From an optimization exercise on the open Yosys and OpenROAD flow, aimed at small area; shortcuts taken in it are not production practice. Function was checked by simulation only, so behaviour that the tests miss may differ from the original. No activity file was given, so power comes from the tool's default toggle rates.

oak:
==> flow/design.v (excerpt) <==
module cardinal_router_four_way (
	input  wire        clk,
	input  wire        reset,  
	output reg         polarity,  
	input  wire        upsi,  
	output wire        upri,  
	input  wire [63:0] updi,  
	input  wire        downsi,  
	output wire        downri,  
	input  wire [63:0] downdi,  
	input  wire        leftsi,  
	output wire        leftri,  
	input  wire [63:0] leftdi,  
	input  wire        rightsi,  
	output wire        rightri,  
	input  wire [63:0] rightdi,  
	input  wire        pesi,  
	output wire        peri,  
	input  wire [63:0] pedi,  
	output wire        upso,  
	input  wire        upro,  
	output reg  [63:0] updo,  
	output wire        downso,  
	input  wire        downro,  
	output reg  [63:0] downdo,  
	output wire        leftso,  
	input  wire        leftro,  
	output reg  [63:0] leftdo,  
	output wire        rightso,  
	input  wire        rightro,  
	output reg  [63:0] rightdo,  
	output wire        peso,  
	input  wire        pero,  
	output reg  [63:0] pedo   
);
	always @(posedge clk) begin
		if (reset) polarity <= 1'b0;
		else       polarity <= ~polarity;
	end
	wire [4:0] si = {pesi, rightsi, leftsi, downsi, upsi};
	wire [4:0] ri;
	assign {peri, rightri, leftri, downri, upri} = ri;
	wire [4:0] clr;
	wire [4:0] iv;
	wire [59:0] up_q, down_q;
	wire [63:0] left_q, right_q, pe_q;
	input_ctrl #(.W(60)) UP_IN (.clk(clk), .reset(reset), .send_in(si[0]), .ready_in(ri[0]),
		.data_in({updi[63:56], updi[51:0]}), .clear(clr[0]), .int_valid(iv[0]), .int_data(up_q));
	input_ctrl #(.W(60)) DOWN_IN (.clk(clk), .reset(reset), .send_in(si[1]), .ready_in(ri[1]),
		.data_in({downdi[63:56], downdi[51:0]}), .clear(clr[1]), .int_valid(iv[1]), .int_data(down_q));
	input_ctrl #(.W(64)) LEFT_IN (.clk(clk), .reset(reset), .send_in(si[2]), .ready_in(ri[2]),
		.data_in(leftdi), .clear(clr[2]), .int_valid(iv[2]), .int_data(left_q));
  ...
Size: about 1300 flip-flops, roughly 660 I/O pins, about 36000 um^2 of cells after synthesis.
Settings: LEC_CHECK=0, CAP_MARGIN=20, CORE_MARGIN=2, CORE_UTILIZATION=60, PLACE_DENSITY=0.7, SLEW_MARGIN=20; clock period 6.0 ns.
standard.sh (not shown) runs the stock make flow with config.mk's settings and CLKGATE_MAP_FILE= SYNTH_SCRIPT=/design/flow/synth_recipe.tcl, a recipe that flattens the netlist after the stock synthesis.
==> flow/flow/run.sh <==
#!/bin/bash
# Standard ORFS layout (the standard.sh) with three changes:
#  - synthesis is the standard script, except that ABC maps the logic
#    with an area-oriented script (flow/abc_area.script); registers are
#    mapped before ABC runs, so they are the standard synthesis's;
#  - the port buffers use the smallest buffer cell;
#  - clock tree synthesis uses clkbuf_8 with sink clusters of 15 and no
#    dummy loads.
set -euo pipefail
WD=$PWD
{
  echo "proc abc {args} {"
  echo "  set i [lsearch -exact \$args -script]"
  echo "  set args [lreplace \$args \$i [expr {\$i+1}] -script $WD/flow/abc_area.script]"
  echo "  puts \"flow: abc with $WD/flow/abc_area.script\""
  echo "  yosys abc {*}\$args"
  echo "}"
  cat synth_recipe.tcl
} > flow_synth.tcl
bash standard.sh \
  "SYNTH_SCRIPT=$WD/flow_synth.tcl" \
  "BUFFER_PORTS_ARGS=-buffer_cell sky130_fd_sc_hd__buf_1" \
  "CTS_ARGS=-sink_clustering_enable -repair_clock_nets -dont_use_dummy_load -buf_list sky130_fd_sc_hd__clkbuf_8 -sink_clustering_size 15 -sink_clustering_max_diameter 50" \
  finish > standard_flow.log 2>&1
==> flow/flow/abc_area.script <==
strash
dc2
dch -f
amap
## Diff of input files: pine against oak
--- a/flow/flow/run.sh
+++ b/flow/flow/run.sh
@@ -6,3 +6,3 @@
 #  - the port buffers use the smallest buffer cell;
-#  - clock tree synthesis uses clkbuf_8 with sink clusters of 15 and no
+#  - clock tree synthesis uses clkbuf_4 with sink clusters of 10 and no
 #    dummy loads.
@@ -22,3 +22,3 @@
   "BUFFER_PORTS_ARGS=-buffer_cell sky130_fd_sc_hd__buf_1" \
-  "CTS_ARGS=-sink_clustering_enable -repair_clock_nets -dont_use_dummy_load -buf_list sky130_fd_sc_hd__clkbuf_8 -sink_clustering_size 15 -sink_clustering_max_diameter 50" \
+  "CTS_ARGS=-sink_clustering_enable -repair_clock_nets -dont_use_dummy_load -buf_list sky130_fd_sc_hd__clkbuf_4 -sink_clustering_size 10 -sink_clustering_max_diameter 40" \
   finish > standard_flow.log 2>&1
Findings:
In summary, pine completed successfully, with a layout that passed the timing, DRC and antenna checks.
Setup slack: pine > oak
Between oak and pine, the multi-input gate share of the layout cell area does not differ in any meaningful way.
Flip-flop and latch count: oak vs pine identical
Diff oak -> pine: combinational group share of total power picked up an extra 0.3 points, fmax picked up an extra 0.73%.
Comparing oak and pine, the lower global-route wire length before repair was measured on oak.
Via count: pine worse than oak
Number of placement rows: oak vs pine identical
Compared pine vs oak, and final clock period utilization by the worst path is down in pine.
Layout filler cell count ended up 21 higher on pine than on oak.
Relative to pine, the following input files were edited for birch:
==> flow/run.sh (new file) <==
#!/bin/bash
# synth_recipe.tcl (not shown) runs the flow's synth.tcl, then flattens the netlist and writes it again
# the make line also repeats each setting of config.mk as NAME=value (left out here)
make -C /OpenROAD-flow-scripts/flow DESIGN_CONFIG=/design/flow/config.mk WORK_HOME=/design/flow/orfs CLKGATE_MAP_FILE= SYNTH_SCRIPT=/design/flow/synth_recipe.tcl finish
--- a/flow/config.mk
+++ b/flow/config.mk
@@ -9,4 +9,7 @@
 export CORE_MARGIN = 2
-export CORE_UTILIZATION = 60
-export PLACE_DENSITY = 0.7
+export CORE_UTILIZATION = 45
+export CTS_BUF_LIST = sky130_fd_sc_hd__clkbuf_8
+export CTS_CLUSTER_DIAMETER = 50
+export CTS_CLUSTER_SIZE = 15
+export PLACE_DENSITY = 0.6
 export SLEW_MARGIN = 20
removed: flow/flow/run.sh
removed: flow/flow/abc_area.script
removed: flow/standard.sh
[summary]
- Against pine, the final cell area of birch is higher.
- Relative to pine, length in cells of the worst reg-to-reg path has decreased by 2 in birch.
- When the final numbers for pine and birch were put side by side, the share of synthesized area spent on multiplexers turned out to be smaller in pine.
- When birch is set beside pine, its power share of the clock group turns out to be 7.6 points larger.
- birch vs. pine: utilization went down by 12 points.
- Relative to pine, share of the final layout cell area in sequential cells decreased by 8.8 points in birch.
- | area growth from synthesis to layout | birch vs pine | 12 points higher |

what the ideal ports hide:
Ports are ideal in the flow. The routed layouts listed here were re-timed in OpenROAD. Step 1 assumes that a clkbuf_16 drives the clock port and a buf_2 every other input. Step 2 times the ports against the registers' clock, not the clock port: input delays grow and output delays shrink by t, the midpoint of the rising clock arrivals with the driver on. Three values: no drivers, after step 1, after step 2; two values: the first two.
| run | t, ns | setup slack, ns | hold slack, ns | slew at the worst register clock pin (ns) | cell pins on the clock port's net |
|---|---|---|---|---|---|
| oak | 0.774 | 1.473 / 1.473 / 1.473 | 0.321 / 0.321 / 0.321 | 0.10 / 0.10 | 1 |
| pine | 1.048 | 1.506 / 1.506 / 1.506 | 0.288 / 0.288 / 0.288 | 0.12 / 0.12 | 1 |
| birch | 0.804 | 1.254 / 1.254 / 1.254 | 0.336 / 0.336 / 0.336 | 0.10 / 0.10 | 1 |
After both steps setup and hold are still met in every run listed.
